Background: an optimization exercise with open tools, aiming at small area, a short achievable clock period and few clock cycles per item. Do not read the settings as production practice. Only the layout flow was run in this run; the RTL was not checked for function there.

==> design/flow/config.mk <==
export PLATFORM = sky130hd
export DESIGN_NAME = bnn_layer0
export DESIGN_NICKNAME = bnn_layer0
export VERILOG_FILES = /design/flow/design.v
export SDC_FILE = /design/flow/constraint.sdc
export NUM_CORES = 4
export LEC_CHECK = 0
export CAP_MARGIN = 20
export CORE_MARGIN = 2
export CORE_UTILIZATION = 40
export PLACE_DENSITY = 0.6
export SLEW_MARGIN = 20
==> design/flow/constraint.sdc <==
create_clock -name core_clock -period 6.0 [get_ports {clk}]
set_input_delay 1.2000 -clock core_clock [delete_from_list [all_inputs] [get_ports {clk}]]
set_output_delay 1.2000 -clock core_clock [all_outputs]
set_load 0.01 [all_outputs]
==> design/flow/design.v <==
module bnn_layer0 (
    input  wire        clk,
    input  wire        reset_n,
    input  wire        i_run,
    output wire        o_idle,
    output wire        o_done,
    output wire [6:0]  addr_input,
    output wire        ce_input,
    input  wire [27:0] q_input,
    output wire [1:0]  addr_weight,
    output wire        ce_weight,
    input  wire [26:0] q_weight,
    output wire [6:0]  addr_output,
    output wire        we_output,
    output wire [25:0] d_output
);
localparam LAT = 2;             
localparam END = 88 + LAT;        
reg        busy;
reg  [6:0] cnt;                   
reg  [1:0] m3;                    
reg        ce_in;
reg  [6:0] a_in;
reg  [1:0] rch;
reg        we;
reg  [6:0] a_out;
reg  [1:0] och;
reg        done;
wire start = i_run & ~busy;
always @(posedge clk or negedge reset_n) begin
    if (!reset_n) begin
        busy  <= 1'b0;
        cnt   <= 7'd0;
        m3    <= 2'd0;
        ce_in <= 1'b0;
        a_in  <= 7'd0;
        rch   <= 2'd0;
        we    <= 1'b0;
        a_out <= 7'd0;
        och   <= 2'd0;
        done  <= 1'b0;
    end else begin
        done <= busy && (cnt == END);
        if (start) begin
            busy <= 1'b1;
            cnt  <= 7'd1;
            m3   <= 2'd1;
        end else if (busy) begin
            cnt <= cnt + 7'd1;
            m3  <= (m3 == 2'd2) ? 2'd0 : m3 + 2'd1;
            if (cnt == END) busy <= 1'b0;
        end
        ce_in <= start | (busy && (cnt <= 7'd83));
        if (start) begin
            a_in <= 7'd0;
            rch  <= 2'd0;
        end else if (ce_in) begin
            if (rch == 2'd2) begin
                rch  <= 2'd0;
                a_in <= a_in - 7'd55;
            end else begin
                rch  <= rch + 2'd1;
                a_in <= a_in + 7'd28;
            end
        end
        we <= busy && (cnt >= 10 + LAT) && (cnt <= 87 + LAT);
        if (start) begin
            a_out <= 7'd0;
            och   <= 2'd0;
        end else if (we) begin
            if (och == 2'd2) begin
                och   <= 2'd0;
                a_out <= a_out - 7'd51;
            end else begin
                och   <= och + 2'd1;
                a_out <= a_out + 7'd26;
            end
        end
    end
end
assign o_idle      = ~busy;
assign o_done      = done;
assign addr_input  = a_in;
assign ce_input    = ce_in;
assign addr_weight = m3;
assign ce_weight   = busy;
assign addr_output = a_out;
assign we_output   = we;
reg [27:0] qd1, qd2;              
reg [26:0] w_reg;                 
always @(posedge clk) begin
    qd1   <= q_input;
    qd2   <= qd1;
    w_reg <= q_weight;
end
reg [27:0] win [0:8];
wire ld = busy && (m3 == 2'd1);   
always @(posedge clk) begin
    if (ld) begin
        win[0] <= win[1]; win[1] <= win[2]; win[2] <= qd2;
        win[3] <= win[4]; win[4] <= win[5]; win[5] <= qd1;
        win[6] <= win[7]; win[7] <= win[8]; win[8] <= q_input;
    end
end
wire [25:0] res;
genvar c, s, k;
generate
    for (c = 0; c < 26; c = c + 1) begin : g_col
        wire [26:0] mt;
        for (s = 0; s < 9; s = s + 1) begin : g_slot
            for (k = 0; k < 3; k = k + 1) begin : g_k
                assign mt[s*3 + k] = ~(win[s][27 - c - k] ^ w_reg[26 - (s*3 + k)]);
            end
        end
        bnn_col u_col (.clk(clk), .m(mt), .o(res[25 - c]));
    end
endgenerate
reg [25:0] d_out;
always @(posedge clk) d_out <= res;
assign d_output = d_out;
endmodule
module bnn_col (
    input  wire        clk,
    input  wire [26:0] m,
    output wire        o
);
wire s1;
wire c2;
wire s3;
wire c4;
wire s5;
wire c6;
wire s7;
wire c8;
wire s9;
wire c10;
wire s11;
wire c12;
wire s13;
wire c14;
wire s15;
wire c16;
wire s17;
wire c18;
wire s19;
wire c20;
wire s21;
wire c22;
wire s23;
wire c24;
wire s25;
wire c26;
wire s27;
wire c28;
wire s29;
wire c30;
wire s31;
wire c32;
wire s33;
wire c34;
wire s35;
wire c36;
wire s37;
wire c38;
wire s39;
wire c40;
wire s41;
wire c42;
wire s43;
wire c44;
wire s45;
wire c46;
assign s1 = m[0] ^ m[1] ^ m[2];
assign c2 = (m[0] & m[1]) | (m[0] & m[2]) | (m[1] & m[2]);
assign s3 = m[3] ^ m[4] ^ m[5];
assign c4 = (m[3] & m[4]) | (m[3] & m[5]) | (m[4] & m[5]);
assign s5 = m[6] ^ m[7] ^ m[8];
assign c6 = (m[6] & m[7]) | (m[6] & m[8]) | (m[7] & m[8]);
assign s7 = m[9] ^ m[10] ^ m[11];
assign c8 = (m[9] & m[10]) | (m[9] & m[11]) | (m[10] & m[11]);
assign s9 = m[12] ^ m[13] ^ m[14];
assign c10 = (m[12] & m[13]) | (m[12] & m[14]) | (m[13] & m[14]);
assign s11 = m[15] ^ m[16] ^ m[17];
assign c12 = (m[15] & m[16]) | (m[15] & m[17]) | (m[16] & m[17]);
assign s13 = m[18] ^ m[19] ^ m[20];
assign c14 = (m[18] & m[19]) | (m[18] & m[20]) | (m[19] & m[20]);
assign s15 = m[21] ^ m[22] ^ m[23];
assign c16 = (m[21] & m[22]) | (m[21] & m[23]) | (m[22] & m[23]);
assign s17 = m[24] ^ m[25] ^ m[26];
assign c18 = (m[24] & m[25]) | (m[24] & m[26]) | (m[25] & m[26]);
assign s19 = s1 ^ s3 ^ s5;
assign c20 = (s1 & s3) | (s1 & s5) | (s3 & s5);
assign s21 = s7 ^ s9 ^ s11;
assign c22 = (s7 & s9) | (s7 & s11) | (s9 & s11);
assign s23 = s13 ^ s15 ^ s17;
assign c24 = (s13 & s15) | (s13 & s17) | (s15 & s17);
assign s25 = s19 ^ s21 ^ s23;
assign c26 = (s19 & s21) | (s19 & s23) | (s21 & s23);
assign s27 = c2 ^ c4 ^ c6;
assign c28 = (c2 & c4) | (c2 & c6) | (c4 & c6);
assign s29 = c8 ^ c10 ^ c12;
assign c30 = (c8 & c10) | (c8 & c12) | (c10 & c12);
assign s31 = c14 ^ c16 ^ c18;
assign c32 = (c14 & c16) | (c14 & c18) | (c16 & c18);
assign s33 = c20 ^ c22 ^ c24;
assign c34 = (c20 & c22) | (c20 & c24) | (c22 & c24);
assign s35 = s27 ^ s29 ^ s31;
assign c36 = (s27 & s29) | (s27 & s31) | (s29 & s31);
assign s37 = r_c26 ^ r_s33 ^ r_s35;
assign c38 = (r_c26 & r_s33) | (r_c26 & r_s35) | (r_s33 & r_s35);
assign s39 = c28 ^ c30 ^ c32;
assign c40 = (c28 & c30) | (c28 & c32) | (c30 & c32);
assign s41 = r_c34 ^ r_c36 ^ r_s39;
assign c42 = (r_c34 & r_c36) | (r_c34 & r_s39) | (r_c36 & r_s39);
assign s43 = c38 ^ s41;
assign c44 = c38 & s41;
assign s45 = r_c40 ^ c42 ^ c44;
assign c46 = (r_c40 & c42) | (r_c40 & c44) | (c42 & c44);
reg r_c26;
reg r_c34;
reg r_c36;
reg r_c40;
reg r_s33;
reg r_s35;
reg r_s39;
always @(posedge clk) begin
    r_c26 <= c26;
    r_c34 <= c34;
    r_c36 <= c36;
    r_c40 <= c40;
    r_s33 <= s33;
    r_s35 <= s35;
    r_s39 <= s39;
end
assign o = c46 | 1'b0 | (s45 & s43 & s37);
endmodule
==> design/flow/run.sh <==
#!/bin/bash
# synth_recipe.tcl (not shown) runs the flow's synth.tcl, then flattens the netlist and writes it again
# the make line also repeats each setting of config.mk as NAME=value (left out here)
make -C /OpenROAD-flow-scripts/flow DESIGN_CONFIG=/design/flow/config.mk WORK_HOME=/design/flow/orfs CLKGATE_MAP_FILE= SYNTH_SCRIPT=/design/flow/synth_recipe.tcl finish
==> run summary <==
Crit Path Class - reg2out
top cell type by total area after synthesis - fa_1
CP Launch Type - flip-flop
Clock Latency Late Sink - 620 ps
Post-synth EDFFs - 252
Routed WL - 79.4 mm
status - no timing/DRC/antenna violations
design area - 39900 µm²
Setup TNS Final - 0 ps
pin count of the biggest net entering global routing - 164
actual slew at the worst max-slew pin - 1190 ps
dominant synthesized flop cell - dfxtp_1
max reg flops - 252
dpl hpwl - 54.7 mm
Synth top area share - 31.0%
fin crit period - 3100 ps
Clock Path Buffers - 3
total track usage - 18.3%
core area - 87200 µm²
Die ar. - 90600 µm²
DR vias/cell - 4.60
post-synthesis sequential area ratio - 40.1%
Die Y - 301 µm
DR DRC count - 0
syn_nets - 3276
Num CTS Buffers - 72
initial drt markers - 849
final worst-path cycle share - 51.7%
Hold Fails Final Rpt - 0
ANT nets after route - 0
layout cells sized above 1 - 6.49%
Synth-to-Final Area Change - 13.2%
GR Overflow Total - 0
CTS tree - done
Clock transition at path regs - 60 ps
arrival time at the worst endpoint - 1900 ps
die width - 301 µm
yosys warns - 3
asr flop ratio synth - 5.40%
Buffers on Ports - 104
CTS root buffer - clkbuf_16
Post-synth top cells - 546 x fa_1, 489 x inv_1, 393 x xnor2_1
Largest Register - win
initial core utilization - 40.5%
max-cap violations - 0
Sink Count - 574
ranking of synthesized cells by area - fa_1 31%, edfxtp_1 21%, dfxtp_1 17%, xnor2_1 9.8%, xor2_1 7.8%
initial antenna violation count - 0
CTS resizes - 0
placer congestion estimate - 0.822
Placed Area - 37600 µm²
drt pass-1 iters - 6
first-pass GRT wire length - 124 mm
Worst Skew - 31.2 ps
worst hold path type - reg2reg
drt wl/cell - 20.0 µm
cts hold-fix bufs - 0
Post-CTS Setup Bufs - 0
CTS H-tree lvls - 3
final slew viol count - 0
Yosys cell types - 45
final number of setup-violating endpoints - 0
RSZ-0062 raised after global routing - no
most common cell in the netlist - fa_1
FMAX - 323 MHz
final net count - 3386
routed via count - 18233
biggest regs - win: 252 flops, qd1: 28 flops, qd2: 28 flops
Core Rows - 108
#FFs+latches synth - 574
Ports - 105
Post-Syn Area - 35300 µm²
Post-Syn Instances - 2636
Worst EP required - 4800 ps
Worst slew margin - 20.5%
crit-path max FO - 14
syn avg cell area - 13.4 µm²
vias in the first global route - 21320
critical path endpoint category - primary output
## kinds of logic after synthesis
family	share of synthesized area, %
fa+ha+maj	33.0
xor+xnor	17.6
buf+inv	6.49
compound gates	1.51
simple gates	1.13
flops	40.1
mux	0.142
## path summary, 6_finish.rpt
path / start / end / slack [ps] / depth (start not counted)
setup reg to reg: w_reg[2] / g_col[16].u_col.r_s35 / 2930 / 5
hold / removal: qd1[2] / qd2[2] / 340 / 0
hold reg to reg: qd1[2] / qd2[2] / 340 / 0
max in group asynchronous: reset_n / m3[1] / 4690 / 2
setup / recovery: busy / o_idle / 2900 / 2
min in group asynchronous: reset_n / cnt[0] / 990 / 2
## metrics by stage
| stage | setup slack [ps] | utilization (%) | hold WS [ps] | std cells |
|---|---|---|---|---|
| after global routing | 2780 | 45.8 | 341 | 3960 |
| final | 2900 | 45.8 | 338 | 3961 |
| after global placement | 3030 | 43.1 | 330 | 3827 |
| after floorplan | -1340 | - | 327 | 2636 |
| after CTS | 2860 | 45.8 | 335 | 3960 |
| after detailed placement | 2950 | 43.1 | 332 | 3827 |
## final cells by class
cell class,count,area [µm²]
Antenna cell,1,2.50
Clock buffer,103,2060
Clock inverter,30,327
Fill cell,7784,47200
Inverter,489,1840
Multi-Input combinational cell,1482,18800
Sequential cell,574,14200
Tap cell,1155,1450
Timing Repair Buffer,127,1230
## worst max-delay path, cell delays in order, from the launching register on
cell             delay [ps]
dfrtp_1                 550
inv_2                   200
clkdlybuf4s50_1         560
## placed cells by master (no fill, tap or decap), drive strengths merged, types with 3 or more instances in the layout
cell           instances
a21o                   4
a21oi                 17
a31o                  15
a31oi                  3
buf                   23
bufinv                 5
clkbuf               103
clkdlybuf4s50        104
clkinv                17
dfrtp                 31
dfxtp                291
edfxtp               252
fa                   546
ha                    36
inv                  496
maj3                  26
mux2i                  5
nand2                 33
nand2b                 7
nand3                  5
nor2                  16
nor2b                  3
nor3                   7
o21ai                 12
o21bai                14
o31ai                  3
xnor2                393
xor2                 316
## per-layer routing
metal | track usage [%] | up-vias | routed length [µm] | part of all wire, %
met4 | 5.56 | 0 | 2130 | 2.7
met2 | 31.8 | 400 | 39900 | 50
met5 | 0 | - | 0 | 0
met1 | 23.7 | 9594 | 34000 | 43
met3 | 2.71 | 145 | 3260 | 4.1
li1 | - | 8094 | - | -

[what the ideal ports hide]
How much do the figures lean on ideal ports? The routed layout below was timed once more, with nothing changed but the port constraints. Step 1 (the two cells are an assumption about what drives the block):
set clk [get_ports {clk}]
set_driving_cell -lib_cell sky130_fd_sc_hd__clkbuf_16 $clk
set_driving_cell -lib_cell sky130_fd_sc_hd__buf_2 [delete_from_list [all_inputs] $clk]
Step 2 adds t to the input delays and takes it off the output delays; t is the mean of the earliest and latest rising clock arrival at the registers after step 1. Input paths then give back, and output paths get back, about the clock's delay inside the block. Slacks: ideal ports / drivers / drivers and shift; pairs: ideal ports / drivers.
shift t [ns]: 0.671
setup WS [ns]: 2.899 / 2.837 / 2.930
clock arrival spread, ns: 0.032 / 0.033
slew at the worst register clock pin (ns): 0.06 / 0.06
After both steps this run still meets setup and hold. For this run, drivers alone change the setup slack by -0.062 ns; drivers and shift together by +0.031 ns.
